This is an optimization exercise on Yosys and OpenROAD, whose aim is small area and a short achievable clock period, not a production implementation. Power and IR drop assume default switching activity.

job 101:
==> module ALU_pre, before the edit <==
module ALU_pre #(parameter K = 4) (
    input  [63:0]       A,
    input  [63:0]       B,
    input  [3:0]        OPERATION,
    output [63:0]       S,       
    output [64/K-2:0]   G        
);
    localparam NB = 64 / K;
    wire op_and  = (OPERATION == 4'b0000);
    wire op_or   = (OPERATION == 4'b0001);
    wire op_pass = (OPERATION == 4'b0111);
    wire op_nor  = (OPERATION == 4'b1100);
    wire op_sub  = (OPERATION == 4'b0110);
    wire op_neg  = (OPERATION == 4'b0101);
    wire logic_op = op_and | op_or | op_pass | op_nor;
    wire [63:0] L = ({64{op_and}}  & (A & B))
                  | ({64{op_or}}   & (A | B))
                  | ({64{op_pass}} & B)
                  | ({64{op_nor}}  & ~(A | B));
    wire [63:0] An = A ^ B ^ 64'd1;
    wire [63:0] Bn = {~(A[62:1] | B[62:1]), ~(A[0] & B[0]), 1'b0};
    wire [63:0] X = logic_op ? L : (op_neg ? An : A);
    wire [63:0] Y = logic_op ? 64'd0 : (op_neg ? Bn : (op_sub ? ~B : B));
    wire cin = op_sub | op_neg;
    wire [63:0] p = X ^ Y;
    wire [63:0] g = X & Y;
    genvar j, i;
    generate
        for (j = 0; j < NB; j = j + 1) begin : blk
            wire [K:0] c;    
            if (j == 0) begin : b0
                assign c[0] = cin;
            end else begin : bj
                assign c[0] = 1'b0;
            end
            for (i = 0; i < K; i = i + 1) begin : bt
                assign c[i+1] = g[j*K+i] | (p[j*K+i] & c[i]);
                assign S[j*K+i] = p[j*K+i] ^ c[i];
            end
            if (j < NB - 1) begin : gout
                assign G[j] = c[K];
            end
        end
    endgenerate
endmodule
==> module ALU_post, before the edit <==
module ALU_post #(parameter K = 4) (
    input  [63:0]       S,
    input  [64/K-2:0]   G,
    output [63:0]       Out,
    output              Z
);
    localparam NB = 64 / K;
    wire [NB-1:0] P, Zb;
    wire [NB-1:0] c;    
    genvar j, l, i;
    generate
        for (j = 0; j < NB; j = j + 1) begin : bp
            assign P[j]  = &S[j*K +: K];
            assign Zb[j] = ~|S[j*K +: K];
        end
    endgenerate
    localparam N = NB - 1;
    localparam LV = (N <= 1) ? 1 : $clog2(N);
    wire [N-1:0] gg [0:LV];
    wire [N-1:0] pp [0:LV];
    assign gg[0] = G;
    assign pp[0] = P[N-1:0];
    generate
        for (l = 0; l < LV; l = l + 1) begin : lvl
            for (j = 0; j < N; j = j + 1) begin : node
                if ((j >> l) & 1) begin : comb
                    localparam integer SRC = ((j >> l) << l) - 1;
                    assign gg[l+1][j] = gg[l][j] | (pp[l][j] & gg[l][SRC]);
                    assign pp[l+1][j] = pp[l][j] & pp[l][SRC];
                end else begin : pass
                    assign gg[l+1][j] = gg[l][j];
                    assign pp[l+1][j] = pp[l][j];
                end
            end
        end
    endgenerate
    assign c = {gg[LV], 1'b0};
    wire [NB-1:0] zblk;
    generate
        for (j = 0; j < NB; j = j + 1) begin : inc
            for (i = 0; i < K; i = i + 1) begin : bt
                if (i == 0) begin : b0
                    assign Out[j*K] = S[j*K] ^ c[j];
                end else begin : bi
                    assign Out[j*K+i] = S[j*K+i] ^ (c[j] & (&S[j*K +: i]));
                end
            end
            assign zblk[j] = c[j] ? P[j] : Zb[j];
        end
    endgenerate
    assign Z = &zblk;
endmodule
clock: 6.5 ns
lec_check: 0
cap_margin: 20
core_margin: 2
core_utilization: 40
slew_margin: 20
run.sh (not shown) runs the stock make flow with config.mk's settings and CLKGATE_MAP_FILE= SYNTH_SCRIPT=/design/flow/synth_recipe.tcl, a recipe that flattens the netlist after the stock synthesis.
### job 101 -> job 102
--- a/flow/design.v
+++ b/flow/design.v
@@ -22,23 +22,18 @@
     wire [63:0] X = logic_op ? L : (op_neg ? An : A);
     wire [63:0] Y = logic_op ? 64'd0 : (op_neg ? Bn : (op_sub ? ~B : B));
     wire cin = op_sub | op_neg;
-    wire [63:0] p = X ^ Y;
-    wire [63:0] g = X & Y;
-    genvar j, i;
+    genvar j;
     generate
         for (j = 0; j < NB; j = j + 1) begin : blk
-            wire [K:0] c;    
+            wire [K:0] sum;
             if (j == 0) begin : b0
-                assign c[0] = cin;
+                assign sum = X[K-1:0] + Y[K-1:0] + cin;
             end else begin : bj
-                assign c[0] = 1'b0;
+                assign sum = X[j*K +: K] + Y[j*K +: K];
             end
-            for (i = 0; i < K; i = i + 1) begin : bt
-                assign c[i+1] = g[j*K+i] | (p[j*K+i] & c[i]);
-                assign S[j*K+i] = p[j*K+i] ^ c[i];
-            end
-            if (j < NB - 1) begin : gout
-                assign G[j] = c[K];
+            assign S[j*K +: K] = sum[K-1:0];
+            if (j < NB - 1) begin : g
+                assign G[j] = sum[K];
             end
         end
     endgenerate
@@ -52,26 +47,24 @@
     localparam NB = 64 / K;
     wire [NB-1:0] P, Zb;
     wire [NB-1:0] c;    
-    genvar j, l, i;
+    genvar j, l;
     generate
         for (j = 0; j < NB; j = j + 1) begin : bp
             assign P[j]  = &S[j*K +: K];
             assign Zb[j] = ~|S[j*K +: K];
         end
     endgenerate
-    localparam N = NB - 1;
-    localparam LV = (N <= 1) ? 1 : $clog2(N);
-    wire [N-1:0] gg [0:LV];
-    wire [N-1:0] pp [0:LV];
+    localparam LV = (NB <= 2) ? 1 : $clog2(NB - 1) + 1;
+    wire [NB-2:0] gg [0:LV];
+    wire [NB-2:0] pp [0:LV];
     assign gg[0] = G;
-    assign pp[0] = P[N-1:0];
+    assign pp[0] = P[NB-2:0];
     generate
         for (l = 0; l < LV; l = l + 1) begin : lvl
-            for (j = 0; j < N; j = j + 1) begin : node
-                if ((j >> l) & 1) begin : comb
-                    localparam integer SRC = ((j >> l) << l) - 1;
-                    assign gg[l+1][j] = gg[l][j] | (pp[l][j] & gg[l][SRC]);
-                    assign pp[l+1][j] = pp[l][j] & pp[l][SRC];
+            for (j = 0; j < NB - 1; j = j + 1) begin : node
+                if (j >= (1 << l)) begin : comb
+                    assign gg[l+1][j] = gg[l][j] | (pp[l][j] & gg[l][j - (1 << l)]);
+                    assign pp[l+1][j] = pp[l][j] & pp[l][j - (1 << l)];
                 end else begin : pass
                     assign gg[l+1][j] = gg[l][j];
                     assign pp[l+1][j] = pp[l][j];
@@ -83,13 +76,7 @@
     wire [NB-1:0] zblk;
     generate
         for (j = 0; j < NB; j = j + 1) begin : inc
-            for (i = 0; i < K; i = i + 1) begin : bt
-                if (i == 0) begin : b0
-                    assign Out[j*K] = S[j*K] ^ c[j];
-                end else begin : bi
-                    assign Out[j*K+i] = S[j*K+i] ^ (c[j] & (&S[j*K +: i]));
-                end
-            end
+            assign Out[j*K +: K] = S[j*K +: K] + c[j];
             assign zblk[j] = c[j] ? P[j] : Zb[j];
         end
     endgenerate
Findings:
Job 102 against job 101: area growth from synthesis to layout dropped 2.2 points, met2 track demand over resource in global routing climbed 2.3 points, number of logic inverters in the finished layout dropped 20, wire length after detailed routing climbed 4500 um. The number of buffers and inverters on the critical path in job 102 sits 1 below the value recorded for job 101. Going from job 101 to job 102, the number of combinational gates with multiple inputs was found to have gone up by 18%. Number of antenna violations at the first check in global routing was lower in the run labelled job 101. For effective utilization at floorplan, job 101 and job 102 come out practically identical. Going from job 101 to job 102, clock power share shrinks by 3.0 points. Job 102 and job 101 ended up with nearly the same clock skew. Job 101 → job 102: total area of multi-input combinational cells climbed about 11%, internal portion of total power climbed 1.7%.
No run of this note included a check of the RTL's function; only the layout flow was run.

[what the ideal ports hide]
In the flow no input, the clock included, has a driving cell. The finished layouts below were timed again as built, in two steps. Step 1 sets driving cells, clkbuf_16 on the clock port and buf_2 on the other inputs (assumed; they add their load-dependent delay and slew). Step 2 also shifts input and output timing later by t, the mid clock arrival at the registers, as if the neighbouring blocks saw the same clock. Slacks: ideal / step 1 / step 2; pairs: ideal / step 1.
| run | shift t [ns] | setup WS [ns] | clock arrival spread, ns | worst data-port slew with drivers (ns) | cell pins on the clock port's net |
|---|---|---|---|---|---|
| job 101 | 0.475 | 1.560 / 1.583 / 1.108 | 0.015 / 0.015 | 0.08 | 1 |
| job 102 | 0.484 | 2.015 / 2.040 / 1.556 | 0.014 / 0.014 | 0.11 | 1 |
After both steps setup and hold are still met in every run listed. For job 102, which loses most, drivers alone change the setup slack by +0.025 ns; drivers and shift together by -0.459 ns.
